From an optimization exercise on the open Yosys and OpenROAD flow, aimed at small area; shortcuts taken in it are not production practice. Function was checked by simulation only, so behaviour that the tests miss may differ from the original. Power and IR drop assume default switching activity.

Design tb_dp, start of the top module:
module tb_dp (
    clk,
    rst_n,
    in_fetch_pc,
    in_fetch_nop,
    in_exe_pc,
    in_exe_nop,
    in_exe_branch_taken,
    in_exe_branch_offset,
    out_pc_offset,
    out_fetch_branch_taken
);
input clk;
input rst_n;
input in_fetch_nop;
input [31:0] in_fetch_pc;
input in_exe_nop;
input [31:0] in_exe_pc;
input in_exe_branch_taken;
input [31:0] in_exe_branch_offset;
output [31:0] out_pc_offset;
output out_fetch_branch_taken;
reg [1:0]  bht_entry [0:127];
reg [31:0] btb_entry [0:31];
reg [24:0] btb_tag   [0:31];
wire upd   = !in_exe_nop;
wire taken = in_exe_branch_taken;
wire [31:0] f_dec;
bp_dec5 u_fdec (.a(in_fetch_pc[6:2]), .y(f_dec));
wire [31:0] rd_tgt;
wire [24:0] rd_tag;
wire [3:0]  rd_bht;
genvar i, b;
generate
    for (b = 0; b < 32; b = b + 1) begin : g_rtgt
        wire [31:0] col;
        for (i = 0; i < 32; i = i + 1) begin : g_c
            assign col[i] = btb_entry[i][b];
        end
        bp_ao32 u_ao (.s(f_dec), .d(col), .q(rd_tgt[b]));
    end
    for (b = 0; b < 25; b = b + 1) begin : g_rtag
        wire [31:0] col;
        for (i = 0; i < 32; i = i + 1) begin : g_c
            assign col[i] = btb_tag[i][b];
        end
        bp_ao32 u_ao (.s(f_dec), .d(col), .q(rd_tag[b]));
    end
    for (b = 0; b < 4; b = b + 1) begin : g_rbht
        wire [31:0] col;
        for (i = 0; i < 32; i = i + 1) begin : g_c
            assign col[i] = bht_entry[b*32+i][1];
        end
        bp_ao32 u_ao (.s(f_dec), .d(col), .q(rd_bht[b]));
    end
endgenerate
assign out_pc_offset = rd_tgt;
assign out_fetch_branch_taken = rd_bht[in_fetch_pc[8:7]] && (rd_tag == in_fetch_pc[31:7]);
wire [31:0] e_dec;
bp_dec5 u_edec (.a(in_exe_pc[6:2]), .y(e_dec));
wire [7:0] e_grp;
generate
  ...
For scale: roughly 3700 cells after synthesis, ~2100 flip-flops, about 130 I/O pins, ~0.074 mm^2 of cells after synthesis.
Settings: LEC_CHECK=0, CAP_MARGIN=20, CORE_MARGIN=2, CORE_UTILIZATION=60, SETUP_SLACK_MARGIN=0.1, SLEW_MARGIN=20, SYNTH_HIERARCHICAL=1; clock period 10.0 ns.
standard.sh (not shown) runs the stock make flow with config.mk's settings and CLKGATE_MAP_FILE= SYNTH_SCRIPT=/design/flow/synth_recipe.tcl, a recipe that flattens the netlist after the stock synthesis.
==> flow/flow/run.sh <==
#!/bin/bash
# Own layout flow: the standard flow (standard.sh) from synthesis to the
# final layout, with two changes passed to ORFS through its environment:
#  - port buffers use the smallest buffer cell (every port still gets one);
#  - clock tree synthesis uses clkbuf_8 only, at most 17 sinks per leaf buffer and no
#    dummy loads, which makes the clock tree much smaller.
# Each make/openroad run writes its own logs under orfs/logs; the full make
# output also goes to flow_make.log in the work folder.
set -euo pipefail
export BUFFER_PORTS_ARGS="-buffer_cell sky130_fd_sc_hd__buf_1"
export CTS_ARGS="-sink_clustering_enable -repair_clock_nets -dont_use_dummy_load -buf_list sky130_fd_sc_hd__clkbuf_8 -sink_clustering_size 17 -sink_clustering_max_diameter 60"
bash standard.sh > flow_make.log 2>&1
The baseline completed with no timing, DRC or antenna violations.
Then changed:
--- a/flow/flow/run.sh
+++ b/flow/flow/run.sh
@@ -5 +5 @@
-#  - clock tree synthesis uses clkbuf_8 only, at most 17 sinks per leaf buffer and no
+#  - clock tree synthesis uses clkbuf_8 only, at most 14 sinks per leaf buffer and no
@@ -11 +11 @@
-export CTS_ARGS="-sink_clustering_enable -repair_clock_nets -dont_use_dummy_load -buf_list sky130_fd_sc_hd__clkbuf_8 -sink_clustering_size 17 -sink_clustering_max_diameter 60"
+export CTS_ARGS="-sink_clustering_enable -repair_clock_nets -dont_use_dummy_load -buf_list sky130_fd_sc_hd__clkbuf_8 -sink_clustering_size 14 -sink_clustering_max_diameter 60"
- area after synthesis stays the same
- non-clock buffer count goes up by 2
- maximum frequency goes down by 0.83%
- die area stays the same
- design area goes up by 0.37%
Then changed:
--- a/flow/flow/run.sh
+++ b/flow/flow/run.sh
@@ -5 +5 @@
-#  - clock tree synthesis uses clkbuf_8 only, at most 14 sinks per leaf buffer and no
+#  - clock tree synthesis uses clkbuf_8 only, at most 17 sinks per leaf buffer and no
@@ -11 +11 @@
-export CTS_ARGS="-sink_clustering_enable -repair_clock_nets -dont_use_dummy_load -buf_list sky130_fd_sc_hd__clkbuf_8 -sink_clustering_size 14 -sink_clustering_max_diameter 60"
+export CTS_ARGS="-sink_clustering_enable -repair_clock_nets -dont_use_dummy_load -buf_list sky130_fd_sc_hd__clkbuf_8 -sink_clustering_size 17 -sink_clustering_max_diameter 60"
Settings changed: CORE_UTILIZATION 60 to 70, PLACE_DENSITY from default to 0.9.
Routed wire length rose slightly.
Final cell count fell by a few percent.
Clock skew rose by 0.0057 ns.
Global-route usage rose by 5.6 points.
Hold slack stays flat.
Design area fell slightly.
Area after synthesis stays the same.
Power fell slightly.
Critical path depth does not change.
Utilization rose by 10 points.
Then changed:
==> flow/run.sh (new file) <==
#!/bin/bash
# synth_recipe.tcl (not shown) runs the flow's synth.tcl, then flattens the netlist and writes it again
# the make line also repeats each setting of config.mk as NAME=value (left out here)
make -C /OpenROAD-flow-scripts/flow DESIGN_CONFIG=/design/flow/config.mk WORK_HOME=/design/flow/orfs CLKGATE_MAP_FILE= SYNTH_SCRIPT=/design/flow/synth_recipe.tcl finish
Settings changed: CORE_UTILIZATION 70 to 60, CTS_BUF_LIST from default to sky130_fd_sc_hd__clkbuf_4 sky130_fd_sc_hd__clkbuf_8, PLACE_DENSITY 0.9 to default.
removed: flow/flow/run.sh
removed: flow/standard.sh
Total power climbs by 22%.
Setup slack gets better by 0.041 ns.
Clock power came out higher by about 80%.
Design area goes up by about 6.5%.
First-iteration DRC count falls by 32%.
Sequential power stays flat.
Routed wire length is lower by 0.95%.
Fmax climbs by 0.43%.

-- separate check: timing with driven ports --
No port has a modelled driver above. Below, the same layouts with a new extraction and two added sets of constraints.
Step 1, drivers: a clkbuf_16 drives clk and a buf_2 each remaining input, both assumed.
Step 2 moves the port delays by t, midway between the first and last clock arrival at a register: inputs arrive t later, outputs are due t later. That takes back most of the time a late clock gives input paths.
Slacks: no drivers / after step 1 / after step 2; pairs: no drivers / after step 1.
| run | t, ns | setup WS [ns] | hold slack, ns | worst setup path at the end | pins driven straight from the clock port |
|---|---|---|---|---|---|
| the first run | 0.971 | 1.580 / 1.443 / 1.443 | 0.499 / 0.499 / 0.499 | input to output | 1 |
| the second run | 0.962 | 1.510 / 1.386 / 1.386 | 0.506 / 0.506 / 0.506 | input to output | 1 |
| the third run | 0.933 | 0.620 / 0.597 / 0.597 | 0.504 / 0.504 / 0.504 | input to output | 1 |
| the fourth run | 1.061 | 0.661 / 0.502 / 0.502 | 0.498 / 0.498 / 0.498 | input to output | 1 |
After both steps every run listed still meets setup and hold. For the fourth run, which loses most, drivers alone change the setup slack by -0.159 ns; drivers and shift together by -0.159 ns.
